Context: an optimization exercise on an open-source flow, tuned for small area, a short achievable clock period and few clock cycles. The choices shown serve that exercise and are no tape-out recipe. Where RTL was checked, it was by simulation tests only, not by an equivalence proof against the original. For runs 1 to 5, only the layout was checked, not whether the RTL still works. Power is estimated from default activity; no workload was simulated.

==> design.v <==
module huffman(clk, reset, gray_valid, CNT_valid,  gray_data, CNT1, CNT2, CNT3, CNT4, CNT5, CNT6,
    code_valid, HC1, HC2, HC3, HC4, HC5, HC6, M1, M2, M3, M4, M5, M6);
input clk;
input reset;
input gray_valid;
input [7:0] gray_data;
output reg CNT_valid;
output [7:0] CNT1, CNT2, CNT3, CNT4, CNT5, CNT6;
output reg code_valid;
output [7:0] HC1, HC2, HC3, HC4, HC5, HC6;
output [7:0] M1, M2, M3, M4, M5, M6;
reg [6:0] W1, W2, W3, W4, W5;
reg [6:0] V;
reg [6:0] amount;    
reg [2:0] ptr [0:5];
reg [4:0] hc [0:5];
reg [4:0] m [0:5];
assign CNT1 = {1'b0, W5};
assign CNT2 = {1'b0, V};
assign CNT3 = {1'b0, W1};
assign CNT4 = {1'b0, W2};
assign CNT5 = {1'b0, W3};
assign CNT6 = {1'b0, W4};
assign HC1 = {3'b0, hc[0]};
assign HC2 = {3'b0, hc[1]};
assign HC3 = {3'b0, hc[2]};
assign HC4 = {3'b0, hc[3]};
assign HC5 = {3'b0, hc[4]};
assign HC6 = {3'b0, hc[5]};
assign M1 = {3'b0, m[0][4:1], 1'b1};
assign M2 = {3'b0, m[1][4:1], 1'b1};
assign M3 = {3'b0, m[2][4:1], 1'b1};
assign M4 = {3'b0, m[3][4:1], 1'b1};
assign M5 = {3'b0, m[4][4:1], 1'b1};
assign M6 = {3'b0, m[5][4:1], 1'b1};
reg counting, sorting, merging;
reg [4:1] U;
reg ph;              
reg [5:1] Tr;
wire last_sort = sorting & !U[1];
wire last_merge = merging & !U[2];
wire cmp_cycle = (sorting | merging) & !ph;
wire ins_cycle = (sorting | merging) & ph;
wire drop = merging & cmp_cycle;
function lt7;
    input [6:0] a, b;
    reg [6:0] l, g;
    begin
        l = ~a & b;
        g = a & ~b;
        lt7 = l[6] | ~g[6] & (l[5] | ~g[5] & (l[4] | ~g[4] & (l[3] | ~g[3] &
              (l[2] | ~g[2] & (l[1] | ~g[1] & l[0])))));
    end
endfunction
wire lt1 = lt7(W1, V);
wire lt2 = lt7(W2, V);
wire lt3 = lt7(W3, V);
wire lt4 = lt7(W4, V);
wire lt5 = lt7(W5, V);
wire [5:1] Tc;
assign Tc[1] = merging ? lt2 : (lt1 | U[1]);
assign Tc[2] = merging ? lt3 : (lt2 | U[2]);
assign Tc[3] = merging ? lt4 : (lt3 | U[3]);
assign Tc[4] = merging ? lt5 : (lt4 | U[4]);
assign Tc[5] = !merging & lt5;
wire [6:1] T = {1'b0, Tr};
wire [2:0] p = {T[4], T[2] & !T[4], (T[1] & !T[2]) | (T[3] & !T[4]) | T[5]};
wire [6:0] D = 7'd127;    
function [6:0] pick;
    input up, here;
    input [6:0] w1, w0, v;
    pick = here ? v : up ? w1 : w0;
endfunction
wire [2:0] sym = gray_data[2:0];
wire take = counting & gray_valid;
reg selw2, selv;
wire [6:0] vnext = W1 + (({7{selw2}} & W2) | ({7{selv}} & V));
always @(posedge clk) begin
    if (reset) begin
        amount <= 7'd0;
        counting <= 1'b1;
        sorting <= 1'b0;
        merging <= 1'b0;
        U <= 4'b1111;
        ph <= 1'b0;
        CNT_valid <= 1'b0;
        code_valid <= 1'b0;
        V <= 7'd0;
        W1 <= 7'd0; W2 <= 7'd0; W3 <= 7'd0; W4 <= 7'd0; W5 <= 7'd0;
    end else begin
        CNT_valid <= take && amount == 7'd99;
        code_valid <= last_merge & ins_cycle;
        if (take) amount <= amount + 7'd1;
        if (take && amount == 7'd99) begin
            counting <= 1'b0;
            sorting <= 1'b1;
        end
        if (ins_cycle & last_sort) begin
            sorting <= 1'b0;
            merging <= 1'b1;
        end
        if (last_merge & ins_cycle) merging <= 1'b0;
        ph <= cmp_cycle;
        if (ins_cycle) U <= last_sort ? 4'b1111 : {1'b0, U[4:2]};
        if (take) begin
            if (sym == 3'd1) W5 <= W5 + 7'd1;
            if (sym == 3'd2) V  <= V  + 7'd1;
            if (sym == 3'd3) W1 <= W1 + 7'd1;
            if (sym == 3'd4) W2 <= W2 + 7'd1;
            if (sym == 3'd5) W3 <= W3 + 7'd1;
            if (sym == 3'd6) W4 <= W4 + 7'd1;
        end
        if (drop) begin
            W1 <= W2; W2 <= W3; W3 <= W4; W4 <= W5; W5 <= D;
        end
        if (ins_cycle) begin
            W1 <= pick(T[2], T[1] & !T[2], W2, W1, V);
            W2 <= pick(T[3], T[2] & !T[3], W3, W2, V);
            W3 <= pick(T[4], T[3] & !T[4], W4, W3, V);
            W4 <= pick(T[5], T[4] & !T[5], W5, W4, V);
            W5 <= pick(1'b0, T[5],         D,  W5, V);
            V <= vnext;
        end
    end
end
wire sum_next = merging | last_sort;
always @(posedge clk) begin
    Tr <= Tc;
    selw2 <= sum_next & Tc[2];
    selv <= sum_next & !Tc[2];
end
wire [2:0] dst0 = p;
wire [2:0] dst1 = T[1] ? 3'd0 : 3'd1;
wire [2:0] dst2 = T[2] ? 3'd1 : 3'd2;
wire [2:0] dst3 = T[3] ? 3'd2 : 3'd3;
wire [2:0] dst4 = T[4] ? 3'd3 : 3'd4;
wire [2:0] dst5 = T[5] ? 3'd4 : 3'd5;
function [2:0] dst;
    input [2:0] j;
    input [2:0] d0, d1, d2, d3, d4, d5;
    case (j)
        3'd0: dst = d0;
        3'd1: dst = d1;
        3'd2: dst = d2;
        3'd3: dst = d3;
        3'd4: dst = d4;
        default: dst = d5;
    endcase
endfunction
integer s;
always @(posedge clk) begin
    if (reset) begin
        ptr[0] <= 3'd5;
        ptr[1] <= 3'd0;
        ptr[2] <= 3'd1;
        ptr[3] <= 3'd2;
        ptr[4] <= 3'd3;
        ptr[5] <= 3'd4;
    end else if (drop) begin
        for (s = 0; s < 6; s = s + 1)
            if (ptr[s] != 3'd0) ptr[s] <= ptr[s] - 3'd1;
    end else if (ins_cycle) begin
        for (s = 0; s < 6; s = s + 1)
            ptr[s] <= dst(ptr[s], dst0, dst1, dst2, dst3, dst4, dst5);
    end
end
reg part, bit1;
always @(posedge clk) begin
    if (reset) begin
        for (s = 0; s < 6; s = s + 1) begin
            hc[s] <= 5'd0;
            m[s] <= 5'd0;
        end
    end else if (drop | (last_merge & ins_cycle)) begin
        for (s = 0; s < 6; s = s + 1) begin
            part = drop ? (ptr[s] <= 3'd1) : 1'b1;
            bit1 = drop ? (ptr[s] == 3'd0) : ((ptr[s] == 3'd0) ^ T[1]);
            if (part) begin
                m[s] <= {m[s][3:0], 1'b1};
                hc[s] <= hc[s] | (({m[s][3:0], 1'b1} & ~m[s]) & {5{bit1}});
            end
        end
    end
end
endmodule
==> flow/run.sh <==
#!/bin/bash
# Standard layout, but with the smallest buffer on the ports.
set -euo pipefail
sed 's|"\${@:-finish}"|BUFFER_PORTS_ARGS="-buffer_cell sky130_fd_sc_hd__buf_1" "${@:-finish}"|' standard.sh > my_standard.sh
bash my_standard.sh > flow.log 2>&1
==> standard.sh <==
#!/bin/bash
# synth_recipe.tcl (not shown) runs the flow's synth.tcl, then flattens the netlist and writes it again
# the make line also repeats each setting of config.mk as NAME=value (left out here)
make -C /OpenROAD-flow-scripts/flow DESIGN_CONFIG=/design/flow/config.mk WORK_HOME=/design/flow/orfs CLKGATE_MAP_FILE= SYNTH_SCRIPT=/design/flow/synth_recipe.tcl "${@:-finish}"
==> config.mk <==
export PLATFORM = sky130hd
export DESIGN_NAME = huffman
export DESIGN_NICKNAME = huffman
export VERILOG_FILES = /design/flow/design.v
export SDC_FILE = /design/flow/constraint.sdc
export NUM_CORES = 4
export LEC_CHECK = 0
export CAP_MARGIN = 20
export CORE_MARGIN = 2
export CORE_UTILIZATION = 40
export CTS_BUF_LIST = sky130_fd_sc_hd__clkbuf_8
export PLACE_DENSITY = 0.6
export SETUP_SLACK_MARGIN = 2.0
export SLEW_MARGIN = 20
==> constraint.sdc <==
create_clock -name core_clock -period 4.5 [get_ports {clk}]
set_input_delay 0.9000 -clock core_clock [delete_from_list [all_inputs] [get_ports {clk}]]
set_output_delay 0.9000 -clock core_clock [all_outputs]
set_load 0.01 [all_outputs]
==> flow_metrics.py, run 1 <==
metrics = {
    "run_status": {
        "status": "complete, no violations",
    },
    "synthesis": {
        "syn_inst": 1150,
        "ys_seq_area_frac": 0.305,
        "synth_edf_count": 0,
        "ys.flop_type": "dfxtp_1",
        "syn_area_mm2": 0.00945,
        "yosysWarnings": 4,
        "syn_area_per_cell_um2": 8.22,
        "yosysTopAreaCellShare": 0.305,
        "ys_ff_latch": 144,
        "synth_common_cells": "dfxtp_1, nor2_1, buf_4",
        "synth_area_leaders": "dfxtp_1, buf_4, ha_1",
        "async_flop_share": 0,
        "synth_area_leader_cell": "dfxtp_1",
        "synthDistinctLibCells": 79,
        "synth_most_common_cell": "dfxtp_1",
    },
    "worst_setup_path": {
        "critical_path_class": "register to output port",
        "critPathSlowestCell": "dfxtp_1",
        "worstPathCellList": "buf_1",
        "cp_num_buf_inv": 1,
        "cp_slowest_stage_delay_ns": 0.82,
        "crit_fanout": 21,
        "crit_cells": 1,
        "arrival_ns": 1.51,
        "cp-end-kind": "output port",
        "cp-start-kind": "register",
        "cp.required_ns": 3.60,
        "r2r_cells": 7,
        "crit_family": "flip-flops",
    },
    "layout": {
        "drive_gt1_frac": 0.0693,
        "stdcell_area_mm2": 0.00997,
        "top_regs": "hc: 30 flops, m: 30 flops, ptr: 18 flops",
        "final_nets": 1245,
        "fin_util": 0.427,
        "area_growth_pct": 5.54,
    },
    "grt": {
        "grt_max_degree": 69,
        "antenna_found_initial": 3,
        "grt_usage": 0.215,
        "gr-total-overflow": 0,
        "grt_pass1_vias": 7807,
        "grt_pass1_wl_mm": 42.5,
    },
    "floorplanning": {
        "core-area_mm2": 0.0233,
        "dieArea_mm2": 0.0249,
        "pin_count": 157,
        "num_rows": 56,
        "die_x_um": 158,
        "initial_core_util": 0.405,
        "die_h_um": 158,
    },
    "drt": {
        "drtIter0Drc": 744,
        "wl_met1_mm": 12.3,
        "vias": 8521,
        "wl_met2_mm": 12.1,
        "via_per_inst": 5.61,
        "route.detailed.drc": 0,
        "first_pass_iters": 7,
        "routed_wl_mm": 26.7,
        "top_layer": "met4",
        "wl_per_cell_um": 17.6,
        "dr_wl_met3_mm": 1.69,
        "postRouteAntennaNets": 0,
    },
    "clock_network": {
        "clk_pin_slew_ns": 0.09,
        "cts_sinks": 144,
        "ctsHoldBuffers": 0,
        "cts_root_buf": "clkbuf_8",
        "post_cts.repair.setup_buffers": 0,
        "h-tree-depth": 4,
        "cts_made_buffers": 17,
        "cts_max_path_buffers": 2,
        "clkLatencyLatePin_ns": 0.48,
        "cts_tree": "yes",
    },
    "sta": {
        "rsz0062_at_grt": "no",
        "setup_tns_ns": 0,
        "worst_slew_pin_slew_ns": 0.943,
        "final_max_slew_viol_count": 0,
        "timing_hold_violations_final": 0,
        "period_share": 0.536,
        "setup_viol": 0,
        "finClkSkew_ns": 0.0166,
        "hold_slack_ns": 0.463,
        "finalCriticalPeriod_ns": 2.41,
        "fmax_mhz": 414,
        "slew_headroom": 0.370,
    },
    "worst_hold_path": {
        "holdPathStages": 2,
        "hold_class": "register to register",
    },
    "power_and_ir_drop": {
        "total_power_uw": 2400,
        "power_density_mw_per_mm2": 240,
        "vdd_ir_drop_max_uv": 169,
        "p_leak_uw": 0.00360,
    },
    "run": {
        "cap_violations": 0,
    },
    "placement": {
        "gp_congestion": 0.851,
        "dp_hpwl_mm": 18.3,
        "port_buffers": 103,
        "placed_area_mm2": 0.00958,
    },
}
## cell families (layout without fill, tap and decap cells)
group / count (synthesis) / after routing / synth area share
AO/OA/AOI/OAI: 353 / 354 / 0.271
XOR/XNOR: 32 / 32 / 0.0297
adder cells (fa/ha/maj): 53 / 53 / 0.0702
buffers and inverters: 218 / 218 / 0.125
flip-flops: 144 / 144 / 0.305
multiplexers: 30 / 30 / 0.0324
other: 2 / 51 / 0.000795
AND/OR/NAND/NOR: 318 / 318 / 0.165
## path summary, 6_finish.rpt
kind	from	endpoint	slack, ns
max	V[5]	CNT2[5]	2.09
max reg2reg	V[1]	V[6]	2.14
min reg2reg	hc[2][4]	hc[2][4]	0.46
min	hc[2][4]	hc[2][4]	0.46
## timing repair
item,in CTS,in global routing
gates resized for setup,2,3
pin swaps,0,1
endpoints found under the setup margin,62,24
cloned,0,1
## cells in the final DEF (no fill, tap or decap), types with 7 or more instances in the layout
cell type	Yosys	routed
xnor2_1	20	20
mux2i_1	25	25
o32ai_1	15	15
nor2_1	97	97
nor4_1	9	9
inv_1	71	72
a31oi_1	18	18
buf_1	3	102
clkbuf_8	0	19
nand4_1	18	18
buf_4	85	9
nand2_1	74	74
o2111ai_1	8	8
nor3_1	21	21
a21o_1	8	7
o221ai_1	13	13
o22ai_1	7	7
ha_1	49	49
o21ai_1	7	7
conb_1	2	48
a22o_1	7	7
nor2b_1	32	30
o2bb2ai_1	18	18
nand2b_1	27	27
a221oi_1	7	7
a22oi_1	11	11
xor2_1	12	12
o211ai_1	23	23
nand3_1	16	16
dfxtp_1	144	141
a21oi_1	74	74
a211oi_1	25	25
a222oi_1	7	7
o21ai_0	52	52
## where the power goes
group | switching (uW) | internal (uW)
Combinational | 74.9 | 26.8
Clock | 577 | 420
Sequential | 16.0 | 1280
## metal layers
| metal | up-vias | GRT usage |
|---|---|---|
| met5 | - | 0 |
| met4 | 0 | 0.0861 |
| met3 | 48 | 0.0391 |
| met2 | 320 | 0.336 |
| met1 | 4031 | 0.292 |
| li1 | 4122 | - |
## cell type report
type / instances / area (um2)
diodes: 3 / 7.51
flip-flops and latches: 144 / 2890
clock buffers: 19 / 262
well taps: 319 / 399
fillers: 2415 / 13400
inverters: 74 / 278
clock inverters: 13 / 104
repair buffers: 112 / 458
multi-input cells: 835 / 5580
## stage by stage
stage                     worst slack (ns)  cells
after floorplan                       2.33   1196
after global placement                1.75   1483
after detailed placement              1.72   1483
after CTS                             2.02   1515
after global routing                  2.01   1519
final                                 2.09   1519
==> run 2: changes to the inputs <==
--- a/design.v
+++ b/design.v
@@ -149,7 +149,7 @@
 endfunction
 integer s;
 always @(posedge clk) begin
-    if (reset) begin
+    if (counting) begin
         ptr[0] <= 3'd5;
         ptr[1] <= 3'd0;
         ptr[2] <= 3'd1;
@@ -166,7 +166,7 @@
 end
 reg part, bit1;
 always @(posedge clk) begin
-    if (reset) begin
+    if (counting) begin
         for (s = 0; s < 6; s = s + 1) begin
             hc[s] <= 5'd0;
             m[s] <= 5'd0;
--- a/config.mk
+++ b/config.mk
@@ -7,8 +7,8 @@
 export LEC_CHECK = 0
 export CAP_MARGIN = 20
 export CORE_MARGIN = 2
-export CORE_UTILIZATION = 40
+export CORE_UTILIZATION = 70
 export CTS_BUF_LIST = sky130_fd_sc_hd__clkbuf_8
-export PLACE_DENSITY = 0.6
-export SETUP_SLACK_MARGIN = 2.0
+export PLACE_DENSITY = 0.8
+export SETUP_SLACK_MARGIN = 2.3
 export SLEW_MARGIN = 20
==> flow_metrics.py, run 2 <==
metrics = {
    "synthesis": {
        "ys_seq_area_frac": 0.309,
        "syn_area_per_cell_um2": 8.18,
        "ys_ff_latch": 144,
        "syn_inst": 1142,
        "synthDistinctLibCells": 79,
        "ys.flop_type": "dfxtp_1",
        "synth_area_leaders": "dfxtp_1, ha_1, buf_4",
        "async_flop_share": 0,
        "synth_most_common_cell": "dfxtp_1",
        "yosysWarnings": 4,
        "synth_edf_count": 0,
        "synth_area_leader_cell": "dfxtp_1",
        "syn_area_mm2": 0.00934,
        "synth_common_cells": "dfxtp_1, nor2_1, buf_4",
        "yosysTopAreaCellShare": 0.309,
    },
    "floorplanning": {
        "die_h_um": 120,
        "initial_core_util": 0.711,
        "pin_count": 157,
        "core-area_mm2": 0.0131,
        "num_rows": 42,
        "die_x_um": 120,
        "dieArea_mm2": 0.0143,
    },
    "sta": {
        "setup_viol": 0,
        "finClkSkew_ns": 0.0123,
        "fmax_mhz": 460,
        "finalCriticalPeriod_ns": 2.17,
        "final_max_slew_viol_count": 0,
        "hold_slack_ns": 0.463,
        "period_share": 0.483,
        "setup_tns_ns": 0,
        "slew_headroom": 0.405,
        "worst_slew_pin_slew_ns": 0.893,
        "timing_hold_violations_final": 0,
        "rsz0062_at_grt": "yes",
    },
    "worst_setup_path": {
        "cp-startpoint": "V[5]",
        "cp_num_buf_inv": 1,
        "cp_slowest_stage_delay_ns": 0.59,
        "r2r_start": "V[2]",
        "cp.required_ns": 3.60,
        "crit_fanout": 19,
        "critPathSlowestCell": "dfxtp_2",
        "cp-start-kind": "register",
        "arrival_ns": 1.27,
        "worstPathCellList": "buf_1",
        "crit_family": "flip-flops",
        "cp-end-kind": "output port",
        "critical_path_class": "register to output port",
    },
    "clock_network": {
        "cts_made_buffers": 17,
        "clkLatencyLatePin_ns": 0.48,
        "cts_sinks": 144,
        "cts_max_path_buffers": 2,
        "cts_root_buf": "clkbuf_8",
        "h-tree-depth": 4,
        "clk_pin_slew_ns": 0.10,
        "cts_tree": "yes",
    },
    "drt": {
        "via_per_inst": 6.38,
        "drtIter0Drc": 1107,
        "postRouteAntennaNets": 0,
        "first_pass_iters": 12,
        "vias": 8868,
        "wl_per_cell_um": 17.6,
        "routed_wl_mm": 24.5,
        "route.detailed.drc": 0,
    },
    "power_and_ir_drop": {
        "switching_power_uw": 708,
        "comb_power_share": 0.037,
        "power_density_mw_per_mm2": 243,
        "p_leak_uw": 0.00355,
        "vdd_ir_drop_max_uv": 201,
        "p_int_uw": 1730,
        "clock_power_share": 0.436,
        "seq_power_share": 0.528,
        "swShare": 0.290,
    },
    "grt": {
        "gr-total-overflow": 0,
        "grt_pass1_vias": 7955,
        "grt_max_degree": 45,
        "grt_usage": 0.337,
        "antenna_found_initial": 0,
        "grt_pass1_wl_mm": 39.2,
    },
    "placement": {
        "gp_congestion": 0.951,
        "port_buffers": 103,
        "dpl.cell_count": 1341,
        "dp_hpwl_mm": 16.1,
    },
    "layout": {
        "top_regs": "hc: 30 flops, m: 30 flops, ptr: 18 flops",
        "fill_cells": 1090,
        "final_nets": 1261,
        "final_cells": 1389,
        "drive_gt1_frac": 0.0940,
        "final_cell_mix": "dfxtp_1, buf_1, nor2_1",
        "area_growth_pct": 7.54,
        "final_common_cell": "dfxtp_1",
        "n_antenna_cell": 0,
    },
    "worst_hold_path": {
        "hold_class": "register to register",
        "worstHoldStart": "m[4][0]",
    },
    "run": {
        "cap_violations": 0,
    },
    "run_status": {
        "status": "complete, no violations",
    },
}
[run 2: cell count changes after synthesis, moves of 6 or more]
| cell | before | now |
|---|---|---|
| nand3_1 | 16 | 29 |
| buf_4 | 85 | 79 |
| o22ai_1 | 7 | 14 |
| a221oi_1 | 7 | 13 |
| a2bb2oi_1 | 0 | 6 |
| o22a_1 | 0 | 6 |
| nand4_1 | 18 | 12 |
| a22oi_1 | 11 | 4 |
[run 2: layer usage]
metal  wire (um)  global-route usage  up-vias
li1            -                   -     4156
met1       10500               0.471     4139
met2       10900               0.518      510
met3        2400              0.0651       63
met4         626               0.123        0
met5           0                   0        -
[run 2: cell type report]
class                   instances  area, um2  area share
flip-flops and latches        144       2920       0.291
well taps                     176        220      0.0219
inverters                      78        293      0.0292
repair buffers                128        596      0.0593
clock inverters                15        184      0.0183
multi-input cells             831       5600       0.557
clock buffers                  17        234      0.0233
[run 2: final timing paths]
check | cells after the start | endpoint | slack [ns]
worst min register to register | 1 | hc[4][0] | 0.46
worst min-delay path | 1 | hc[4][0] | 0.46
worst max-delay path | 1 | CNT2[5] | 2.33
worst max register to register | 5 | Tr[4] | 2.37
[run 2: metrics by stage]
step	util	total power, uW	area (um2)	setup slack (ns)
6_report	0.764	2440	10000	2.33
5_1_grt	0.764	2520	10000	2.30
4_1_cts	0.752	2450	9880	2.31
3_5_place_dp	0.712	1400	9360	1.70
3_3_place_gp	0.712	1400	9360	1.75
2_1_floorplan	-	1410	9510	2.35
[run 2: power groups by stage]
stage	Clock, uW	Sequential [uW]	Combinational (uW)
4_1_cts	1080	1290	83.8
5_1_grt	1130	1290	97.6
2_1_floorplan	0	1320	93.6
3_3_place_gp	0	1320	82.4
3_5_place_dp	0	1320	83.1
6_report	1060	1290	89.6
[run 2: kinds of logic after synthesis]
family / count (synthesis) / share of synthesized area
flip-flops: 144 / 0.309
other: 2 / 0.000804
XOR/XNOR: 24 / 0.0225
adder cells (fa/ha/maj): 53 / 0.0711
buffers and inverters: 214 / 0.121
multiplexers: 28 / 0.0301
AND/OR/NAND/NOR: 320 / 0.166
AO/OA/AOI/OAI: 357 / 0.279
[run 2: what timing repair did]
| item | in CTS | in global routing |
|---|---|---|
| endpoints found under the setup margin | 116 | 56 |
| buffers inserted | 6 | 9 |
| pin swaps | 4 | 8 |
| hold buffers | 0 | 0 |
| hold endpoints to repair | 0 | 0 |
| gates resized for setup | 18 | 28 |
| gates cloned | 1 | 0 |
==> run 3: changes to the inputs <==
--- a/design.v
+++ b/design.v
@@ -38,7 +38,7 @@
 reg ph;              
 reg [5:1] Tr;
 wire last_sort = sorting & !U[1];
-wire last_merge = merging & !U[2];
+wire last_merge = merging & !U[1];
 wire cmp_cycle = (sorting | merging) & !ph;
 wire ins_cycle = (sorting | merging) & ph;
 wire drop = merging & cmp_cycle;
@@ -74,7 +74,22 @@
 wire [2:0] sym = gray_data[2:0];
 wire take = counting & gray_valid;
 reg selw2, selv;
-wire [6:0] vnext = W1 + (({7{selw2}} & W2) | ({7{selv}} & V));
+function [6:0] add7;
+    input [6:0] a, b;
+    reg [6:0] g, t, x, g1, t1, g2, t2, g3;
+    begin
+        g = a & b;
+        t = a | b;
+        x = a ^ b;
+        g1 = g | (t & {g[5:0], 1'b0});
+        t1 = t & {t[5:0], 1'b0};
+        g2 = g1 | (t1 & {g1[4:0], 2'b0});
+        t2 = t1 & {t1[4:0], 2'b0};
+        g3 = g2 | (t2 & {g2[2:0], 4'b0});
+        add7 = x ^ {g3[5:0], 1'b0};
+    end
+endfunction
+wire [6:0] vnext = add7(W1, ({7{selw2}} & W2) | ({7{selv}} & V));
 always @(posedge clk) begin
     if (reset) begin
         amount <= 7'd0;
@@ -89,7 +104,7 @@
         W1 <= 7'd0; W2 <= 7'd0; W3 <= 7'd0; W4 <= 7'd0; W5 <= 7'd0;
     end else begin
         CNT_valid <= take && amount == 7'd99;
-        code_valid <= last_merge & ins_cycle;
+        code_valid <= last_merge;
         if (take) amount <= amount + 7'd1;
         if (take && amount == 7'd99) begin
             counting <= 1'b0;
@@ -99,8 +114,8 @@
             sorting <= 1'b0;
             merging <= 1'b1;
         end
-        if (last_merge & ins_cycle) merging <= 1'b0;
-        ph <= cmp_cycle;
+        if (last_merge) merging <= 1'b0;
+        ph <= cmp_cycle & !last_merge;
         if (ins_cycle) U <= last_sort ? 4'b1111 : {1'b0, U[4:2]};
         if (take) begin
             if (sym == 3'd1) W5 <= W5 + 7'd1;
@@ -164,20 +179,17 @@
             ptr[s] <= dst(ptr[s], dst0, dst1, dst2, dst3, dst4, dst5);
     end
 end
-reg part, bit1;
 always @(posedge clk) begin
     if (counting) begin
         for (s = 0; s < 6; s = s + 1) begin
             hc[s] <= 5'd0;
             m[s] <= 5'd0;
         end
-    end else if (drop | (last_merge & ins_cycle)) begin
+    end else if (drop) begin
         for (s = 0; s < 6; s = s + 1) begin
-            part = drop ? (ptr[s] <= 3'd1) : 1'b1;
-            bit1 = drop ? (ptr[s] == 3'd0) : ((ptr[s] == 3'd0) ^ T[1]);
-            if (part) begin
+            if (ptr[s] <= 3'd1) begin
                 m[s] <= {m[s][3:0], 1'b1};
-                hc[s] <= hc[s] | (({m[s][3:0], 1'b1} & ~m[s]) & {5{bit1}});
+                hc[s] <= hc[s] | (({m[s][3:0], 1'b1} & ~m[s]) & {5{ptr[s] == 3'd0}});
             end
         end
     end
==> flow_metrics.py, run 3 <==
metrics = {
    "worst_setup_path": {
        "cp.required_ns": 3.60,
        "critical_path_class": "register to output port",
        "r2r_cells": 7,
        "r2r-end": "hc[5][3]",
        "worstPathCellList": "buf_1",
        "cp_slowest_stage_delay_ns": 0.58,
        "r2r_start": "ptr[5][0]",
        "cp-start-kind": "register",
        "crit_family": "flip-flops",
        "arrival_ns": 1.25,
        "crit_fanout": 8,
        "worst-r2r-setup-slack_ns": 2.39,
        "cp-end-kind": "output port",
        "critPathSlowestCell": "dfxtp_1",
        "cp_num_buf_inv": 1,
    },
    "drt": {
        "drtIter0Drc": 926,
        "wl_per_cell_um": 16.8,
        "first_pass_iters": 8,
        "vias": 8410,
        "wl_met1_mm": 9.57,
        "wl_met2_mm": 11.2,
        "routed_wl_mm": 23.2,
        "postRouteAntennaNets": 0,
        "via_per_inst": 6.10,
        "top_layer": "met4",
        "dr_wl_met3_mm": 1.82,
        "route.detailed.drc": 0,
    },
    "floorplanning": {
        "pin_count": 157,
        "num_rows": 41,
        "die_h_um": 117,
        "core-area_mm2": 0.0125,
        "initial_core_util": 0.712,
        "die_x_um": 117,
        "dieArea_mm2": 0.0136,
    },
    "sta": {
        "fmax_mhz": 466,
        "finalCriticalPeriod_ns": 2.15,
        "rsz0062_at_grt": "yes",
        "worst_slew_pin_slew_ns": 0.674,
        "timing_hold_violations_final": 0,
        "slew_headroom": 0.551,
        "final_max_slew_viol_count": 0,
        "setup_tns_ns": 0,
        "setup_viol": 0,
        "period_share": 0.477,
        "finClkSkew_ns": 0.0106,
    },
    "layout": {
        "n_antenna_cell": 0,
        "fill_cells": 969,
        "final_common_cell": "nor2_1",
        "ff_latch_area_mm2": 0.00292,
        "multi_input_comb_area_mm2": 0.00521,
        "area_growth_pct": 9.48,
        "final_nets": 1260,
        "final_cell_mix": "nor2_1, dfxtp_1, buf_1",
        "drive_gt1_frac": 0.0895,
        "final_cells": 1379,
        "top_regs": "hc: 30 flops, m: 30 flops, ptr: 18 flops",
    },
    "synthesis": {
        "synth_edf_count": 0,
        "synth_area_leaders": "dfxtp_1, ha_1, nor2_1",
        "synth_area_leader_cell": "dfxtp_1",
        "async_flop_share": 0,
        "ys_seq_area_frac": 0.324,
        "yosysTopAreaCellShare": 0.324,
        "ys_ff_latch": 144,
        "syn_area_mm2": 0.00891,
        "yosysWarnings": 4,
        "synth_common_cells": "nor2_1, dfxtp_1, inv_1",
        "syn_inst": 1132,
        "syn_area_per_cell_um2": 7.87,
        "synth_most_common_cell": "nor2_1",
        "ys.flop_type": "dfxtp_1",
        "synthDistinctLibCells": 64,
    },
    "grt": {
        "grt_usage": 0.333,
        "grt_pass1_vias": 7333,
        "grt_pass1_wl_mm": 36.0,
        "grt_max_degree": 54,
        "antenna_found_initial": 0,
        "gr-total-overflow": 0,
    },
    "placement": {
        "port_buffers": 103,
        "gp_congestion": 0.895,
        "dp_hpwl_mm": 15.4,
        "dpl.cell_count": 1335,
    },
    "clock_network": {
        "ctsHoldBuffers": 0,
        "h-tree-depth": 4,
        "clk_pin_slew_ns": 0.08,
        "cts_sinks": 144,
        "cts_root_buf": "clkbuf_8",
        "cts_made_buffers": 17,
        "cts_max_path_buffers": 2,
        "cts_tree": "yes",
        "clkLatencyLatePin_ns": 0.47,
    },
    "worst_hold_path": {
        "holdPathStages": 2,
        "worstHoldStart": "hc[4][0]",
        "hold_class": "register to register",
        "holdPathEnd": "hc[4][0]",
    },
    "power_and_ir_drop": {
        "p_leak_uw": 0.00347,
        "vdd_ir_drop_max_uv": 199,
        "power_density_mw_per_mm2": 263,
    },
    "run_status": {
        "status": "complete, no violations",
    },
    "run": {
        "cap_violations": 0,
    },
}
-- run 3: layout make-up --
cell class	count	area share
Clock buffer	17	0.0240
Clock inverter	15	0.0239
Inverter	92	0.0358
Multi-Input combinational cell	811	0.534
Sequential cell	144	0.299
Tap cell	172	0.0221
Timing Repair Buffer	128	0.0607
-- run 3: repair_timing --
item | in CTS | in global routing
setup buffers | 3 | 9
gates resized for setup | 26 | 30
pin swaps | 0 | 9
endpoints found under the setup margin | 105 | 49
-- run 3: power breakdown --
group	internal (uW)	total (uW)	switching [uW]
clock network	668	1200	535
registers	1270	1280	8.84
logic	21.5	76.7	55.2
total	1960	2560	599
-- run 3: worst max-delay path by stage --
| stage | startpoint | to | slack [ns] | cells past startpoint |
|---|---|---|---|---|
| detailed placement | gray_valid | W5[2] | 1.81 | 7 |
| floorplan | V[0] | V[6] | 2.31 | 11 |
| global placement | gray_valid | W5[2] | 1.81 | 7 |
| CTS | merging | hc[0][4] | 2.27 | 7 |
| global route | selv | V[6] | 2.26 | 10 |
| finish | W2[5] | CNT4[5] | 2.35 | 1 |
-- run 3: routing by layer --
layer | up-vias | track usage
met4 | 0 | 0.127
met3 | 55 | 0.0618
met5 | - | 0
met1 | 3942 | 0.427
met2 | 400 | 0.559
li1 | 4013 | -
-- run 3: cell families after synthesis --
logic type,share of synthesized area
buf+inv,0.126
compound gates,0.222
fa+ha+maj,0.0861
mux,0.0326
flops,0.324
other cells,0.000843
simple gates,0.179
xor+xnor,0.0295
-- run 3: stage by stage --
step	cell area (um2)	total power [uW]	hold slack [ns]	worst slack, ns	util
floorplan	9080	1400	0.468	2.31	-
global placement	9010	1390	0.447	1.81	0.720
detailed placement	9010	1390	0.452	1.81	0.720
CTS	9580	2570	0.477	2.27	0.765
global route	9750	2630	0.498	2.26	0.779
finish	9750	2560	0.470	2.35	0.779
==> run 4: changes to the inputs <==
--- a/design.v
+++ b/design.v
@@ -52,11 +52,13 @@
               (l[2] | ~g[2] & (l[1] | ~g[1] & l[0])))));
     end
 endfunction
-wire lt1 = lt7(W1, V);
-wire lt2 = lt7(W2, V);
-wire lt3 = lt7(W3, V);
-wire lt4 = lt7(W4, V);
-wire lt5 = lt7(W5, V);
+wire fly = sorting & ph;
+wire [6:0] R = fly ? W1 : V;
+wire lt1 = lt7(fly ? V : W1, R);
+wire lt2 = lt7(W2, R);
+wire lt3 = lt7(W3, R);
+wire lt4 = lt7(W4, R);
+wire lt5 = lt7(W5, R);
 wire [5:1] Tc;
 assign Tc[1] = merging ? lt2 : (lt1 | U[1]);
 assign Tc[2] = merging ? lt3 : (lt2 | U[2]);
@@ -64,6 +66,12 @@
 assign Tc[4] = merging ? lt5 : (lt4 | U[4]);
 assign Tc[5] = !merging & lt5;
 wire [6:1] T = {1'b0, Tr};
+wire [5:1] Tn;
+assign Tn[1] = U[2] | (T[1] & !T[2] ? lt1 : T[2] ? lt2 : 1'b0);
+assign Tn[2] = U[3] | (T[2] & !T[3] ? lt1 : T[3] ? lt3 : lt2);
+assign Tn[3] = U[4] | (T[3] & !T[4] ? lt1 : T[4] ? lt4 : lt3);
+assign Tn[4] =        (T[4] & !T[5] ? lt1 : T[5] ? lt5 : lt4);
+assign Tn[5] =        (T[5]         ? lt1 : lt5);
 wire [2:0] p = {T[4], T[2] & !T[4], (T[1] & !T[2]) | (T[3] & !T[4]) | T[5]};
 wire [6:0] D = 7'd127;    
 function [6:0] pick;
@@ -74,22 +82,7 @@
 wire [2:0] sym = gray_data[2:0];
 wire take = counting & gray_valid;
 reg selw2, selv;
-function [6:0] add7;
-    input [6:0] a, b;
-    reg [6:0] g, t, x, g1, t1, g2, t2, g3;
-    begin
-        g = a & b;
-        t = a | b;
-        x = a ^ b;
-        g1 = g | (t & {g[5:0], 1'b0});
-        t1 = t & {t[5:0], 1'b0};
-        g2 = g1 | (t1 & {g1[4:0], 2'b0});
-        t2 = t1 & {t1[4:0], 2'b0};
-        g3 = g2 | (t2 & {g2[2:0], 4'b0});
-        add7 = x ^ {g3[5:0], 1'b0};
-    end
-endfunction
-wire [6:0] vnext = add7(W1, ({7{selw2}} & W2) | ({7{selv}} & V));
+wire [6:0] vnext = W1 + (({7{selw2}} & W2) | ({7{selv}} & V));
 always @(posedge clk) begin
     if (reset) begin
         amount <= 7'd0;
@@ -115,7 +108,7 @@
             merging <= 1'b1;
         end
         if (last_merge) merging <= 1'b0;
-        ph <= cmp_cycle & !last_merge;
+        ph <= cmp_cycle ? !last_merge : (fly & !last_sort);
         if (ins_cycle) U <= last_sort ? 4'b1111 : {1'b0, U[4:2]};
         if (take) begin
             if (sym == 3'd1) W5 <= W5 + 7'd1;
@@ -138,11 +131,12 @@
         end
     end
 end
-wire sum_next = merging | last_sort;
+wire sum_next = cmp_cycle ? merging : !U[2];
+wire [5:1] Tnext = fly ? Tn : Tc;
 always @(posedge clk) begin
-    Tr <= Tc;
-    selw2 <= sum_next & Tc[2];
-    selv <= sum_next & !Tc[2];
+    Tr <= Tnext;
+    selw2 <= sum_next & Tnext[2];
+    selv <= sum_next & !Tnext[2];
 end
 wire [2:0] dst0 = p;
 wire [2:0] dst1 = T[1] ? 3'd0 : 3'd1;
@@ -164,7 +158,7 @@
 endfunction
 integer s;
 always @(posedge clk) begin
-    if (counting) begin
+    if (reset) begin
         ptr[0] <= 3'd5;
         ptr[1] <= 3'd0;
         ptr[2] <= 3'd1;
@@ -180,7 +174,7 @@
     end
 end
 always @(posedge clk) begin
-    if (counting) begin
+    if (reset) begin
         for (s = 0; s < 6; s = s + 1) begin
             hc[s] <= 5'd0;
             m[s] <= 5'd0;
--- a/config.mk
+++ b/config.mk
@@ -7,8 +7,8 @@
 export LEC_CHECK = 0
 export CAP_MARGIN = 20
 export CORE_MARGIN = 2
-export CORE_UTILIZATION = 70
+export CORE_UTILIZATION = 40
 export CTS_BUF_LIST = sky130_fd_sc_hd__clkbuf_8
-export PLACE_DENSITY = 0.8
-export SETUP_SLACK_MARGIN = 2.3
+export PLACE_DENSITY = 0.6
+export SETUP_SLACK_MARGIN = 2.0
 export SLEW_MARGIN = 20
==> flow_metrics.py, run 4 <==
metrics = {
    "worst_hold_path": {
        "worstHoldStart": "hc[0][4]",
        "hold_class": "register to register",
    },
    "drt": {
        "routed_wl_mm": 26.6,
        "route.detailed.drc": 0,
        "via_per_inst": 5.48,
        "first_pass_iters": 6,
        "drtIter0Drc": 815,
        "postRouteAntennaNets": 0,
        "wl_per_cell_um": 16.4,
        "vias": 8889,
    },
    "synthesis": {
        "yosysWarnings": 4,
        "synthDistinctLibCells": 76,
        "syn_inst": 1223,
        "yosysTopAreaCellShare": 0.308,
        "syn_area_per_cell_um2": 7.66,
        "ys_seq_area_frac": 0.308,
        "synth_common_cells": "nor2_1, dfxtp_1, a21oi_1",
        "syn_area_mm2": 0.00937,
        "ys.flop_type": "dfxtp_1",
        "async_flop_share": 0,
        "synth_area_leaders": "dfxtp_1, nor2_1, ha_1",
        "synth_most_common_cell": "nor2_1",
        "synth_edf_count": 0,
        "ys_ff_latch": 144,
        "synth_area_leader_cell": "dfxtp_1",
    },
    "worst_setup_path": {
        "cp.required_ns": 4.85,
        "worstPathCellList": "nor2b_4, o311a_4, o21ai_2, a31oi_2, o32ai_2, o311ai_2, or2_1, maj3_2, o311a_1",
        "r2r_start": "W1[1]",
        "cp-end-kind": "register",
        "crit_family": "compound AO/OA/AOI/OAI gates",
        "arrival_ns": 2.95,
        "critPathSlowestCell": "dfxtp_4",
        "critical_path_class": "register to register",
        "cp-start-kind": "register",
        "cp-startpoint": "W1[1]",
        "cp_num_buf_inv": 0,
        "crit_fanout": 4,
        "cp_slowest_stage_delay_ns": 0.37,
    },
    "layout": {
        "final_cell_mix": "nor2_1, dfxtp_1, buf_1",
        "area_growth_pct": 12.3,
        "n_antenna_cell": 0,
        "final_cells": 1623,
        "top_regs": "hc: 30 flops, m: 30 flops, ptr: 18 flops",
        "drive_gt1_frac": 0.113,
        "fin_util": 0.453,
        "final_nets": 1352,
        "final_common_cell": "nor2_1",
    },
    "grt": {
        "grt_usage": 0.215,
        "grt_pass1_wl_mm": 42.3,
        "grt_pass1_vias": 7986,
        "gr-total-overflow": 0,
        "antenna_found_initial": 0,
        "grt_max_degree": 51,
    },
    "sta": {
        "final_max_slew_viol_count": 0,
        "period_share": 0.577,
        "finClkSkew_ns": 0.0123,
        "slew_headroom": 0.341,
        "worst_slew_pin_slew_ns": 0.979,
        "hold_slack_ns": 0.473,
        "rsz0062_at_grt": "yes",
        "setup_tns_ns": 0,
        "timing_hold_violations_final": 0,
        "fmax_mhz": 385,
        "finalCriticalPeriod_ns": 2.60,
        "setup_viol": 0,
    },
    "clock_network": {
        "clkLatencyLatePin_ns": 0.47,
        "h-tree-depth": 4,
        "cts_made_buffers": 17,
        "ctsHoldBuffers": 0,
        "cts_root_buf": "clkbuf_8",
        "clk_pin_slew_ns": 0.10,
        "cts_sinks": 144,
        "cts_max_path_buffers": 2,
        "cts_tree": "yes",
    },
    "floorplanning": {
        "die_h_um": 157,
        "pin_count": 157,
        "core-area_mm2": 0.0233,
        "num_rows": 56,
        "die_x_um": 157,
        "initial_core_util": 0.403,
        "dieArea_mm2": 0.0247,
    },
    "placement": {
        "port_buffers": 103,
        "dpl.cell_count": 1562,
        "gp_congestion": 0.908,
        "dp_hpwl_mm": 17.8,
    },
    "power_and_ir_drop": {
        "power_density_mw_per_mm2": 233,
        "p_leak_uw": 0.00390,
        "vdd_ir_drop_max_uv": 169,
    },
    "run_status": {
        "status": "complete, no violations",
    },
    "run": {
        "cap_violations": 0,
    },
}
-- run 4: area by class of cell --
| type | count | area, um2 |
|---|---|---|
| clock buffer | 18 | 248 |
| clock inverter | 14 | 144 |
| fill | 2422 | 12700 |
| inverter | 76 | 300 |
| multi-input combinational | 903 | 5770 |
| sequential | 144 | 2910 |
| tap | 319 | 399 |
| timing repair buffer | 149 | 757 |
-- run 4: report_power, final --
part / internal, uW / switching [uW]
Combinational: 27.5 / 71.8
Clock: 474 / 595
Sequential: 1270 / 9.36
-- run 4: worst min-delay path, cell delays in order, from the launching register on --
cell and delay, ns:
dfxtp_1 0.33, a31oi_1 0.04, nor2_1 0.07
-- run 4: path summary, 6_finish.rpt --
check / endpoint / slack [ns] / cells past startpoint
worst min register to register: hc[0][4] / 0.47 / 2
worst max register to register: selv / 1.90 / 9
worst min-delay path: hc[0][4] / 0.47 / 2
worst max-delay path: selv / 1.90 / 9
-- run 4: kinds of logic (layout without fill, tap and decap cells) --
group           Yosys count  count (layout)  synth area share
simple gates            397             398             0.192
fa+ha+maj                55              55            0.0733
buf+inv                 224             257             0.122
xor+xnor                 21              21            0.0196
compound gates          349             350             0.251
other cells               2              48          0.000801
mux                      31              31            0.0335
flops                   144             144             0.308
-- run 4: timing repair --
item,CTS,global route
setup buffers,12,15
resized for setup,29,41
gates cloned,2,0
setup endpoints to repair,21,42
pin swaps,6,11
-- run 4: metal layers --
layer | track usage | wire, um | vias up
li1 | - | - | 4378
met3 | 0.0405 | 2040 | 36
met2 | 0.325 | 11900 | 358
met5 | 0 | 0 | -
met4 | 0.0710 | 425 | 0
met1 | 0.306 | 12300 | 4117
-- run 4: stage by stage --
stage / power, uW / setup slack [ns] / cell area (um2)
floorplan: 1420 / 2.02 / 9550
global placement: 1410 / 1.42 / 9640
global route: 2550 / 1.80 / 10500
detailed placement: 1410 / 1.39 / 9640
CTS: 2480 / 1.88 / 10200
finish: 2450 / 1.90 / 10500
==> run 5: changes to the inputs <==
--- a/config.mk
+++ b/config.mk
@@ -10,5 +10,5 @@
 export CORE_UTILIZATION = 40
 export CTS_BUF_LIST = sky130_fd_sc_hd__clkbuf_8
 export PLACE_DENSITY = 0.6
-export SETUP_SLACK_MARGIN = 2.0
+export SETUP_SLACK_MARGIN = 2.3
 export SLEW_MARGIN = 20
==> flow_metrics.py, run 5 <==
metrics = {
    "run_status": {
        "status": "complete, no violations",
    },
    "grt": {
        "grt_pass1_wl_mm": 42.6,
        "grt_usage": 0.217,
        "antenna_found_initial": 0,
        "grt_pass1_vias": 8013,
        "grt_max_degree": 84,
        "gr-total-overflow": 0,
    },
    "layout": {
        "drive_gt1_frac": 0.135,
        "final_nets": 1356,
        "final_common_cell": "nor2_1",
        "fin_util": 0.465,
        "area_growth_pct": 15.5,
        "top_regs": "hc: 30 flops, m: 30 flops, ptr: 18 flops",
        "n_antenna_cell": 0,
        "final_cell_mix": "nor2_1, dfxtp_1, buf_1",
        "stdcell_area_mm2": 0.0108,
    },
    "sta": {
        "slew_headroom": 0.387,
        "finClkSkew_ns": 0.0228,
        "final_max_slew_viol_count": 0,
        "fmax_mhz": 392,
        "setup_tns_ns": 0,
        "rsz0062_at_grt": "yes",
        "setup_viol": 0,
        "period_share": 0.568,
        "worst_slew_pin_slew_ns": 0.920,
        "finalCriticalPeriod_ns": 2.55,
        "fin_ws_ns": 1.95,
        "timing_hold_violations_final": 0,
    },
    "worst_setup_path": {
        "cp.required_ns": 4.85,
        "r2r_cells": 9,
        "critical_path_class": "register to register",
        "worst-r2r-setup-slack_ns": 1.95,
        "r2r-end": "selv",
        "arrival_ns": 2.90,
        "cp-start-kind": "register",
        "cp-end-kind": "register",
        "cp-startpoint": "W1[1]",
        "r2r_start": "W1[1]",
        "crit_fanout": 3,
    },
    "synthesis": {
        "ys_seq_area_frac": 0.308,
        "syn_area_per_cell_um2": 7.66,
        "async_flop_share": 0,
        "synth_common_cells": "nor2_1, dfxtp_1, a21oi_1",
        "yosysTopAreaCellShare": 0.308,
        "yosysWarnings": 4,
        "synth_edf_count": 0,
        "ys.flop_type": "dfxtp_1",
        "ys_ff_latch": 144,
        "synth_area_leaders": "dfxtp_1, nor2_1, ha_1",
        "synth_most_common_cell": "nor2_1",
        "synth_area_leader_cell": "dfxtp_1",
        "synthDistinctLibCells": 76,
        "syn_inst": 1223,
        "syn_area_mm2": 0.00937,
    },
    "drt": {
        "routed_wl_mm": 27.3,
        "drtIter0Drc": 1042,
        "postRouteAntennaNets": 0,
        "vias": 9078,
        "route.detailed.drc": 0,
        "via_per_inst": 5.58,
        "wl_per_cell_um": 16.8,
        "first_pass_iters": 6,
    },
    "placement": {
        "placed_area_mm2": 0.00964,
        "place_ws_ns": 1.28,
        "gp_congestion": 0.886,
        "port_buffers": 103,
        "dp_hpwl_mm": 17.6,
    },
    "power_and_ir_drop": {
        "p_leak_uw": 0.00402,
        "vdd_ir_drop_max_uv": 175,
        "power_density_mw_per_mm2": 239,
        "total_power_uw": 2580,
    },
    "clock_network": {
        "h-tree-depth": 4,
        "clk_pin_slew_ns": 0.11,
        "cts_tree": "yes",
        "cts_made_buffers": 17,
        "cts_root_buf": "clkbuf_8",
        "cts_max_path_buffers": 2,
        "cts_sinks": 144,
        "clkLatencyLatePin_ns": 0.47,
    },
    "worst_hold_path": {
        "holdPathStages": 2,
        "hold_class": "register to register",
        "holdPathEnd": "hc[0][2]",
        "worstHoldStart": "hc[0][2]",
    },
    "floorplanning": {
        "initial_core_util": 0.403,
        "dieArea_mm2": 0.0247,
        "die_x_um": 157,
        "core-area_mm2": 0.0233,
        "pin_count": 157,
        "num_rows": 56,
        "die_h_um": 157,
    },
    "run": {
        "cap_violations": 0,
    },
}
## run 5: cell counts after synthesis
Identical to the previous run, type by type.
## run 5: worst max-delay path, stage by stage, from the launching register on
cell	delay, ns
dfxtp_4	0.36
nor2b_4	0.13
o311a_4	0.34
o21ai_2	0.16
a31oi_4	0.12
o32ai_4	0.29
o311ai_2	0.16
or2_1	0.26
maj3_2	0.31
o311a_1	0.29
## run 5: how the worst max path moves through the flow
stage	depth (start not counted)	to
final	9	selv
after CTS	9	selv
after global routing	9	selv
after detailed placement	8	Tr[4]
after global placement	8	Tr[4]
after floorplan	9	selv
## run 5: stage by stage
stage | cells | hold slack, ns
CTS | 1615 | 0.478
finish | 1627 | 0.474
detailed placement | 1559 | 0.453
global placement | 1559 | 0.447
global route | 1627 | 0.507
floorplan | 1269 | 0.454
## run 5: cell families (layout without fill, tap and decap cells)
group,count (synthesis),count (layout),synth area share
adders and majority gates,55,55,0.0733
AOI/OAI and AO/OA,349,349,0.251
muxes,31,31,0.0335
DFF,144,144,0.308
buffers and inverters,224,262,0.122
xor gates and xnor gates,21,21,0.0196
and+or+nand+nor,397,398,0.192
other,2,48,0.000801
## run 5: layout make-up
cell class	count	area, um2
timing repair buffer	154	853
sequential	144	2930
clock buffer	17	234
inverter	76	304
clock inverter	15	210
multi-input combinational	902	5890
fill	2381	12400
tap	319	399
## run 5: where the power goes
group / switching (uW) / total, uW / internal, uW
sequential: 8.86 / 1280 / 1270
combinational: 75.8 / 110 / 33.9
clock: 612 / 1190 / 578
## run 5: per-layer routing
metal	up-vias	routed length, um	global-route usage
met1	4283	12300	0.300
met4	0	510	0.0706
li1	4393	-	-
met3	39	2060	0.0385
met2	363	12500	0.342
met5	-	0	0
## run 5: what timing repair did
| action | in CTS | in global routing |
|---|---|---|
| setup buffers | 23 | 12 |
| pin swaps | 22 | 18 |
| hold buffers | 0 | 0 |
| resized for setup | 68 | 48 |
| gates cloned | 1 | 0 |
| endpoints found under the setup margin | 132 | 66 |
==> run 6: changes to the inputs <==
--- a/design.v
+++ b/design.v
@@ -12,7 +12,7 @@
 reg [6:0] W1, W2, W3, W4, W5;
 reg [6:0] V;
 reg [6:0] amount;    
-reg [2:0] ptr [0:5];
+reg [5:1] ptr [0:5];
 reg [4:0] hc [0:5];
 reg [4:0] m [0:5];
 assign CNT1 = {1'b0, W5};
@@ -52,13 +52,11 @@
               (l[2] | ~g[2] & (l[1] | ~g[1] & l[0])))));
     end
 endfunction
-wire fly = sorting & ph;
-wire [6:0] R = fly ? W1 : V;
-wire lt1 = lt7(fly ? V : W1, R);
-wire lt2 = lt7(W2, R);
-wire lt3 = lt7(W3, R);
-wire lt4 = lt7(W4, R);
-wire lt5 = lt7(W5, R);
+wire lt1 = lt7(W1, V);
+wire lt2 = lt7(W2, V);
+wire lt3 = lt7(W3, V);
+wire lt4 = lt7(W4, V);
+wire lt5 = lt7(W5, V);
 wire [5:1] Tc;
 assign Tc[1] = merging ? lt2 : (lt1 | U[1]);
 assign Tc[2] = merging ? lt3 : (lt2 | U[2]);
@@ -66,13 +64,6 @@
 assign Tc[4] = merging ? lt5 : (lt4 | U[4]);
 assign Tc[5] = !merging & lt5;
 wire [6:1] T = {1'b0, Tr};
-wire [5:1] Tn;
-assign Tn[1] = U[2] | (T[1] & !T[2] ? lt1 : T[2] ? lt2 : 1'b0);
-assign Tn[2] = U[3] | (T[2] & !T[3] ? lt1 : T[3] ? lt3 : lt2);
-assign Tn[3] = U[4] | (T[3] & !T[4] ? lt1 : T[4] ? lt4 : lt3);
-assign Tn[4] =        (T[4] & !T[5] ? lt1 : T[5] ? lt5 : lt4);
-assign Tn[5] =        (T[5]         ? lt1 : lt5);
-wire [2:0] p = {T[4], T[2] & !T[4], (T[1] & !T[2]) | (T[3] & !T[4]) | T[5]};
 wire [6:0] D = 7'd127;    
 function [6:0] pick;
     input up, here;
@@ -108,7 +99,7 @@
             merging <= 1'b1;
         end
         if (last_merge) merging <= 1'b0;
-        ph <= cmp_cycle ? !last_merge : (fly & !last_sort);
+        ph <= cmp_cycle & !last_merge;
         if (ins_cycle) U <= last_sort ? 4'b1111 : {1'b0, U[4:2]};
         if (take) begin
             if (sym == 3'd1) W5 <= W5 + 7'd1;
@@ -131,59 +122,40 @@
         end
     end
 end
-wire sum_next = cmp_cycle ? merging : !U[2];
-wire [5:1] Tnext = fly ? Tn : Tc;
+wire sum_next = merging | last_sort;
 always @(posedge clk) begin
-    Tr <= Tnext;
-    selw2 <= sum_next & Tnext[2];
-    selv <= sum_next & !Tnext[2];
+    Tr <= Tc;
+    selw2 <= sum_next & Tc[2];
+    selv <= sum_next & !Tc[2];
 end
-wire [2:0] dst0 = p;
-wire [2:0] dst1 = T[1] ? 3'd0 : 3'd1;
-wire [2:0] dst2 = T[2] ? 3'd1 : 3'd2;
-wire [2:0] dst3 = T[3] ? 3'd2 : 3'd3;
-wire [2:0] dst4 = T[4] ? 3'd3 : 3'd4;
-wire [2:0] dst5 = T[5] ? 3'd4 : 3'd5;
-function [2:0] dst;
-    input [2:0] j;
-    input [2:0] d0, d1, d2, d3, d4, d5;
-    case (j)
-        3'd0: dst = d0;
-        3'd1: dst = d1;
-        3'd2: dst = d2;
-        3'd3: dst = d3;
-        3'd4: dst = d4;
-        default: dst = d5;
-    endcase
-endfunction
 integer s;
 always @(posedge clk) begin
-    if (reset) begin
-        ptr[0] <= 3'd5;
-        ptr[1] <= 3'd0;
-        ptr[2] <= 3'd1;
-        ptr[3] <= 3'd2;
-        ptr[4] <= 3'd3;
-        ptr[5] <= 3'd4;
+    if (counting) begin
+        ptr[0] <= 5'b11111;
+        ptr[1] <= 5'b00000;
+        ptr[2] <= 5'b00001;
+        ptr[3] <= 5'b00011;
+        ptr[4] <= 5'b00111;
+        ptr[5] <= 5'b01111;
     end else if (drop) begin
         for (s = 0; s < 6; s = s + 1)
-            if (ptr[s] != 3'd0) ptr[s] <= ptr[s] - 3'd1;
+            ptr[s] <= {1'b0, ptr[s][5:2]};
     end else if (ins_cycle) begin
         for (s = 0; s < 6; s = s + 1)
-            ptr[s] <= dst(ptr[s], dst0, dst1, dst2, dst3, dst4, dst5);
+            ptr[s] <= !ptr[s][1] ? T[5:1] : ptr[s] & ({1'b0, ptr[s][5:2]} | ~T[5:1]);
     end
 end
 always @(posedge clk) begin
-    if (reset) begin
+    if (counting) begin
         for (s = 0; s < 6; s = s + 1) begin
             hc[s] <= 5'd0;
             m[s] <= 5'd0;
         end
     end else if (drop) begin
         for (s = 0; s < 6; s = s + 1) begin
-            if (ptr[s] <= 3'd1) begin
+            if (!ptr[s][2]) begin
                 m[s] <= {m[s][3:0], 1'b1};
-                hc[s] <= hc[s] | (({m[s][3:0], 1'b1} & ~m[s]) & {5{ptr[s] == 3'd0}});
+                hc[s] <= hc[s] | (({m[s][3:0], 1'b1} & ~m[s]) & {5{!ptr[s][1]}});
             end
         end
     end
--- a/config.mk
+++ b/config.mk
@@ -7,8 +7,8 @@
 export LEC_CHECK = 0
 export CAP_MARGIN = 20
 export CORE_MARGIN = 2
-export CORE_UTILIZATION = 40
+export CORE_UTILIZATION = 70
 export CTS_BUF_LIST = sky130_fd_sc_hd__clkbuf_8
-export PLACE_DENSITY = 0.6
-export SETUP_SLACK_MARGIN = 2.3
+export PLACE_DENSITY = 0.8
+export SETUP_SLACK_MARGIN = 2.4
 export SLEW_MARGIN = 20
==> flow_metrics.py, run 6 <==
metrics = {
    "power_and_ir_drop": {
        "vdd_ir_drop_max_uv": 184,
        "power_density_mw_per_mm2": 283,
        "p_leak_uw": 0.00313,
    },
    "sta": {
        "worst_slew_pin_slew_ns": 0.893,
        "fmax_mhz": 479,
        "finalCriticalPeriod_ns": 2.09,
        "slew_headroom": 0.404,
        "final_max_slew_viol_count": 0,
        "period_share": 0.464,
        "rsz0062_at_grt": "yes",
        "timing_hold_violations_final": 0,
        "setup_tns_ns": 0,
        "setup_viol": 0,
        "finClkSkew_ns": 0.0116,
    },
    "placement": {
        "dp_hpwl_mm": 13.9,
        "gp_congestion": 0.929,
        "placed_area_mm2": 0.00854,
        "port_buffers": 103,
        "dpl.cell_count": 1264,
    },
    "floorplanning": {
        "core-area_mm2": 0.0120,
        "dieArea_mm2": 0.0131,
        "die_h_um": 115,
        "initial_core_util": 0.715,
        "die_x_um": 115,
        "num_rows": 40,
        "pin_count": 157,
    },
    "worst_setup_path": {
        "arrival_ns": 2.45,
        "critical_path_class": "register to register",
        "crit_fanout": 4,
        "cp-end-kind": "register",
        "cp.required_ns": 4.86,
        "cp-start-kind": "register",
    },
    "drt": {
        "first_pass_iters": 6,
        "wl_met1_mm": 9.32,
        "wl_per_cell_um": 16.8,
        "top_layer": "met4",
        "routed_wl_mm": 21.9,
        "route.detailed.drc": 0,
        "wl_met2_mm": 10.4,
        "dr_wl_met3_mm": 1.62,
        "drtIter0Drc": 900,
        "vias": 8154,
        "postRouteAntennaNets": 0,
        "via_per_inst": 6.25,
    },
    "layout": {
        "final_cells": 1305,
        "top_regs": "hc: 30 flops, m: 30 flops, ptr: 30 flops",
        "area_growth_pct": 7.73,
        "final_common_cell": "dfxtp_1",
        "stdcell_area_mm2": 0.00921,
        "final_nets": 1172,
        "fill_cells": 919,
        "n_antenna_cell": 0,
        "drive_gt1_frac": 0.0950,
        "final_cell_mix": "dfxtp_1, nor2_1, buf_1",
    },
    "run_status": {
        "status": "complete, no violations",
    },
    "grt": {
        "grt_pass1_wl_mm": 34.9,
        "grt_pass1_vias": 7225,
        "antenna_found_initial": 0,
        "grt_usage": 0.328,
        "grt_max_degree": 87,
        "gr-total-overflow": 0,
    },
    "worst_hold_path": {
        "hold_class": "register to register",
    },
    "synthesis": {
        "synth_area_leaders": "dfxtp_1, buf_4, a21oi_1",
        "synth_area_leader_cell": "dfxtp_1",
        "ys_ff_latch": 156,
        "synth_simple_gate_area_frac": 0.169,
        "syn_area_per_cell_um2": 7.76,
        "syn_inst": 1102,
        "synth_adder_area_share": 0.0225,
        "ys_seq_area_frac": 0.365,
        "synth_top_family_by_area": "compound AO/OA/AOI/OAI gates",
        "synth_xor_area_frac": 0.0225,
        "syn_area_mm2": 0.00855,
        "yosysTopAreaCellShare": 0.365,
        "ys.flop_type": "dfxtp_1",
        "muxShareOfSynthArea": 0.00234,
        "async_flop_share": 0,
        "synth_edf_count": 0,
        "synth_most_common_cell": "dfxtp_1",
        "yosysWarnings": 4,
        "synth_common_cells": "dfxtp_1, nor2_1, a21oi_1",
        "synthDistinctLibCells": 70,
        "synth_compound_area_frac": 0.291,
    },
    "clock_network": {
        "clk_pin_slew_ns": 0.09,
        "clkLatencyLatePin_ns": 0.45,
        "cts_made_buffers": 17,
        "h-tree-depth": 4,
        "ctsHoldBuffers": 0,
        "cts_max_path_buffers": 2,
        "cts_tree": "yes",
        "cts_root_buf": "clkbuf_8",
        "cts_sinks": 156,
    },
    "run": {
        "cap_violations": 0,
    },
}
## run 6: cell types whose count changed after synthesis, sizes merged, moves of 12 or more
cell	delta
nand2	+34
mux2i	-29
o21ai	+23
ha	-36
nor2	-79
dfxtp	+12
inv	-12
buf	+12
nor3	-36
clkbuf	-16
nor4	-12
## run 6: cell families (layout without fill, tap and decap cells)
logic type	Yosys count	in the layout
mux	2	2
flops	156	156
other cells	2	48
compound gates	385	386
xor+xnor	22	22
fa+ha+maj	15	15
buf+inv	207	216
simple gates	313	313
## run 6: final cells by class
type | count | area, um2 | area share
well taps | 147 | 184 | 0.0200
inverters | 63 | 239 | 0.0259
repair buffers | 123 | 561 | 0.0609
multi-input cells | 786 | 4640 | 0.504
flip-flops and latches | 156 | 3170 | 0.344
clock buffers | 18 | 248 | 0.0269
clock inverters | 12 | 173 | 0.0187
## run 6: through the flow
step	hold slack, ns	util	power [uW]	worst slack, ns
final	0.467	0.770	2610	2.41
after global routing	0.491	0.770	2690	2.34
after CTS	0.471	0.761	2610	2.38
after detailed placement	0.452	0.714	1500	1.78
after global placement	0.445	0.714	1500	1.81
after floorplan	0.458	-	1520	2.30
## run 6: worst paths after layout
check	from	end	slack (ns)	depth (start not counted)
worst max-delay path	V[0]	V[6]	2.41	9
worst max register to register	V[0]	V[6]	2.41	9
worst min register to register	hc[5][1]	hc[5][1]	0.47	2
worst min-delay path	hc[5][1]	hc[5][1]	0.47	2
## run 6: repair_timing
action | in CTS | in global routing
gates cloned | 1 | 0
buffers inserted | 8 | 2
endpoints found under the setup margin | 149 | 82
pin swaps | 8 | 4
resized for setup | 29 | 32
## run 6: layer usage
layer / vias up / global-route usage
met5: - / 0
met4: 0 / 0.143
met3: 49 / 0.0556
met2: 377 / 0.531
met1: 3804 / 0.431
li1: 3924 / -
## run 6: worst max-delay path, stage by stage (launching register included)
cell,delay [ns]
dfxtp_2,0.33
buf_8,0.12
a22o_1,0.21
ha_4,0.18
fa_2,0.37
a211oi_2,0.22
o21bai_1,0.09
a21oi_1,0.18
xnor2_1,0.10
a211oi_1,0.18
## run 6: power by group
group	total, uW	internal (uW)	switching (uW)
clock	1130	610	524
combinational	80.8	23.4	57.4
sequential	1390	1380	12.3
Testbench counts of run 6, summed over its fixed seeds: cycles 38,400.
==> run 7: changes to the inputs <==
--- a/config.mk
+++ b/config.mk
@@ -10,5 +10,5 @@
 export CORE_UTILIZATION = 70
 export CTS_BUF_LIST = sky130_fd_sc_hd__clkbuf_8
 export PLACE_DENSITY = 0.8
-export SETUP_SLACK_MARGIN = 2.4
+export SETUP_SLACK_MARGIN = 2.6
 export SLEW_MARGIN = 20
==> flow_metrics.py, run 7 <==
metrics = {
    "drt": {
        "wl_per_cell_um": 19.1,
        "drtIter0Drc": 1336,
        "routed_wl_mm": 26.3,
        "route.detailed.drc": 0,
        "first_pass_iters": 6,
        "via_per_inst": 6.53,
        "postRouteAntennaNets": 0,
        "vias": 9010,
    },
    "placement": {
        "placed_area_mm2": 0.00859,
        "gp_congestion": 0.932,
        "dpl.cell_count": 1264,
        "port_buffers": 103,
        "dp_hpwl_mm": 13.8,
    },
    "worst_hold_path": {
        "holdPathStages": 2,
        "hold_class": "register to register",
        "holdPathEnd": "hc[2][2]",
        "worstHoldStart": "hc[2][2]",
    },
    "floorplanning": {
        "num_rows": 40,
        "initial_core_util": 0.715,
        "die_x_um": 115,
        "pin_count": 157,
        "core-area_mm2": 0.0120,
        "dieArea_mm2": 0.0131,
        "die_h_um": 115,
    },
    "power_and_ir_drop": {
        "power_density_mw_per_mm2": 247,
        "vdd_ir_drop_max_uv": 134,
        "p_leak_uw": 0.00398,
    },
    "synthesis": {
        "syn_inst": 1102,
        "yosysWarnings": 4,
        "ys_ff_latch": 156,
        "async_flop_share": 0,
        "synth_most_common_cell": "dfxtp_1",
        "syn_area_per_cell_um2": 7.76,
        "synthDistinctLibCells": 70,
        "syn_area_mm2": 0.00855,
        "ys.flop_type": "dfxtp_1",
        "synth_area_leaders": "dfxtp_1, buf_4, a21oi_1",
        "synth_area_leader_cell": "dfxtp_1",
        "synth_edf_count": 0,
        "yosysTopAreaCellShare": 0.365,
        "synth_common_cells": "dfxtp_1, nor2_1, a21oi_1",
        "ys_seq_area_frac": 0.365,
    },
    "worst_setup_path": {
        "r2r_start": "selw2",
        "cp-start-kind": "register",
        "worstPathCellList": "buf_4, a22o_1, ha_1, o21ai_0, o21bai_1, a21oi_1, xnor2_1, a211oi_1",
        "worst-r2r-setup-slack_ns": 2.40,
        "cp_slowest_stage_delay_ns": 0.36,
        "r2r_cells": 8,
        "cp-end-kind": "register",
        "crit_family": "compound AO/OA/AOI/OAI gates",
        "r2r-end": "V[6]",
        "cp_num_buf_inv": 1,
        "arrival_ns": 2.49,
        "cp.required_ns": 4.88,
        "critPathSlowestCell": "dfxtp_4",
        "critical_path_class": "register to register",
        "crit_fanout": 5,
    },
    "grt": {
        "grt_usage": 0.357,
        "grt_pass1_vias": 7698,
        "grt_use_met2": 0.582,
        "grt_max_degree": 87,
        "use_met3": 0.0847,
        "gr-total-overflow": 0,
        "grt_pass1_wl_mm": 37.7,
        "met1_usage": 0.434,
        "gr-max-usage-layer": "met2",
        "antenna_found_initial": 0,
    },
    "layout": {
        "multi_input_comb_area_mm2": 0.00481,
        "final_nets": 1246,
        "final_common_cell": "nor2_1",
        "area_growth_pct": 20.8,
        "fin_util": 0.863,
        "fill_cells": 671,
        "ff_latch_area_mm2": 0.00335,
        "final_cells": 1379,
        "final_cell_mix": "nor2_1, a21oi_1, nand2_1",
        "drive_gt1_frac": 0.266,
        "top_regs": "hc: 30 flops, m: 30 flops, ptr: 30 flops",
        "stdcell_area_mm2": 0.0103,
        "n_antenna_cell": 0,
    },
    "sta": {
        "final_max_slew_viol_count": 0,
        "period_share": 0.467,
        "hold_slack_ns": 0.468,
        "finalCriticalPeriod_ns": 2.10,
        "fmax_mhz": 475,
        "finClkSkew_ns": 0.0162,
        "worst_slew_pin_slew_ns": 0.858,
        "slew_headroom": 0.428,
        "setup_tns_ns": 0,
        "timing_hold_violations_final": 0,
        "setup_viol": 0,
        "rsz0062_at_grt": "yes",
    },
    "clock_network": {
        "clkLatencyLatePin_ns": 0.48,
        "cts_sinks": 156,
        "clk_pin_slew_ns": 0.09,
        "cts_max_path_buffers": 2,
        "cts_tree": "yes",
        "h-tree-depth": 4,
        "ctsHoldBuffers": 0,
        "cts_root_buf": "clkbuf_8",
        "cts_made_buffers": 17,
    },
    "run": {
        "cap_violations": 0,
    },
    "run_status": {
        "status": "complete, no violations",
    },
}
## run 7: cell counts after synthesis
No cell type changed its count.
## run 7: cell type report
| cell class | count | share of cell area |
|---|---|---|
| inverters | 63 | 0.0239 |
| multi-input cells | 786 | 0.465 |
| repair buffers | 197 | 0.131 |
| clock buffers | 17 | 0.0227 |
| well taps | 147 | 0.0178 |
| clock inverters | 13 | 0.0149 |
| flip-flops and latches | 156 | 0.324 |
## run 7: logic make-up after synthesis
logic type | after synthesis | share of synthesized area
AO/OA/AOI/OAI | 385 | 0.291
XOR/XNOR | 22 | 0.0225
adder cells (fa/ha/maj) | 15 | 0.0225
buffers and inverters | 207 | 0.127
flip-flops | 156 | 0.365
multiplexers | 2 | 0.00234
other | 2 | 0.000878
AND/OR/NAND/NOR | 313 | 0.169
## run 7: metrics by stage
step / setup WS [ns] / power, uW
detailed placement: 1.85 / 1500
CTS: 2.54 / 2530
floorplan: 2.30 / 1520
finish: 2.40 / 2550
global placement: 1.90 / 1500
global route: 2.30 / 2620
## run 7: worst max path at each step
stage	startpoint	to	slack, ns	cells past startpoint
6_report	selw2	V[6]	2.40	8
4_1_cts	V[2]	CNT2[2]	2.54	2
2_1_floorplan	gray_data[0]	W3[1]	2.30	6
3_5_place_dp	gray_data[0]	W5[2]	1.85	6
3_3_place_gp	gray_data[0]	W5[2]	1.90	6
5_1_grt	selw2	V[6]	2.30	8
## run 7: worst min-delay path: stages (launching register included)
cell and delay, ns:
dfxtp_1 0.33, a31oi_1 0.04, nor2_1 0.07
## run 7: timing repair
| action | 4_1_cts | 5_1_grt |
|---|---|---|
| pin swaps | 6 | 15 |
| resized for setup | 174 | 104 |
| setup buffers | 46 | 36 |
| endpoints found under the setup margin | 194 | 122 |
| cloned | 2 | 1 |
## run 7: report_power, final
part | internal, uW | total, uW | leakage (uW) | switching, uW
sequential | 1350 | 1360 | 0.00131 | 8.13
combinational | 35.7 | 106 | 0.00247 | 70.7
clock | 537 | 1080 | 0.000200 | 545
## run 7: layer usage
layer / vias up / part of all wire
met4: 0 / 0.066
li1: 4061 / -
met2: 624 / 0.46
met1: 4148 / 0.36
met5: - / 0
met3: 177 / 0.11

port drivers added, routing unchanged:
The flow's constraints put no driver on any port. The routed layouts listed below were extracted and timed again, unchanged, in two steps.
Step 1: set_driving_cell puts a clkbuf_16 on clk and a buf_2 on each other input, an assumption about the parent block.
Step 2 also shifts input and output timing later by t, the mid clock arrival at the registers, as if the neighbouring blocks saw the same clock.
Three values: no drivers, after step 1, after step 2; two values: the first two.
run	t, ns	setup slack, ns
run 1	0.510	2.086 / 2.043 / 1.775
run 2	0.517	2.326 / 2.288 / 1.884
run 3	0.502	2.354 / 2.316 / 2.046
run 4	0.502	1.902 / 1.902 / 1.839
run 5	0.502	1.946 / 1.946 / 1.818
run 6	0.486	2.414 / 2.380 / 2.032
run 7	0.504	2.397 / 2.397 / 1.920
After both steps every run listed still meets setup and hold.
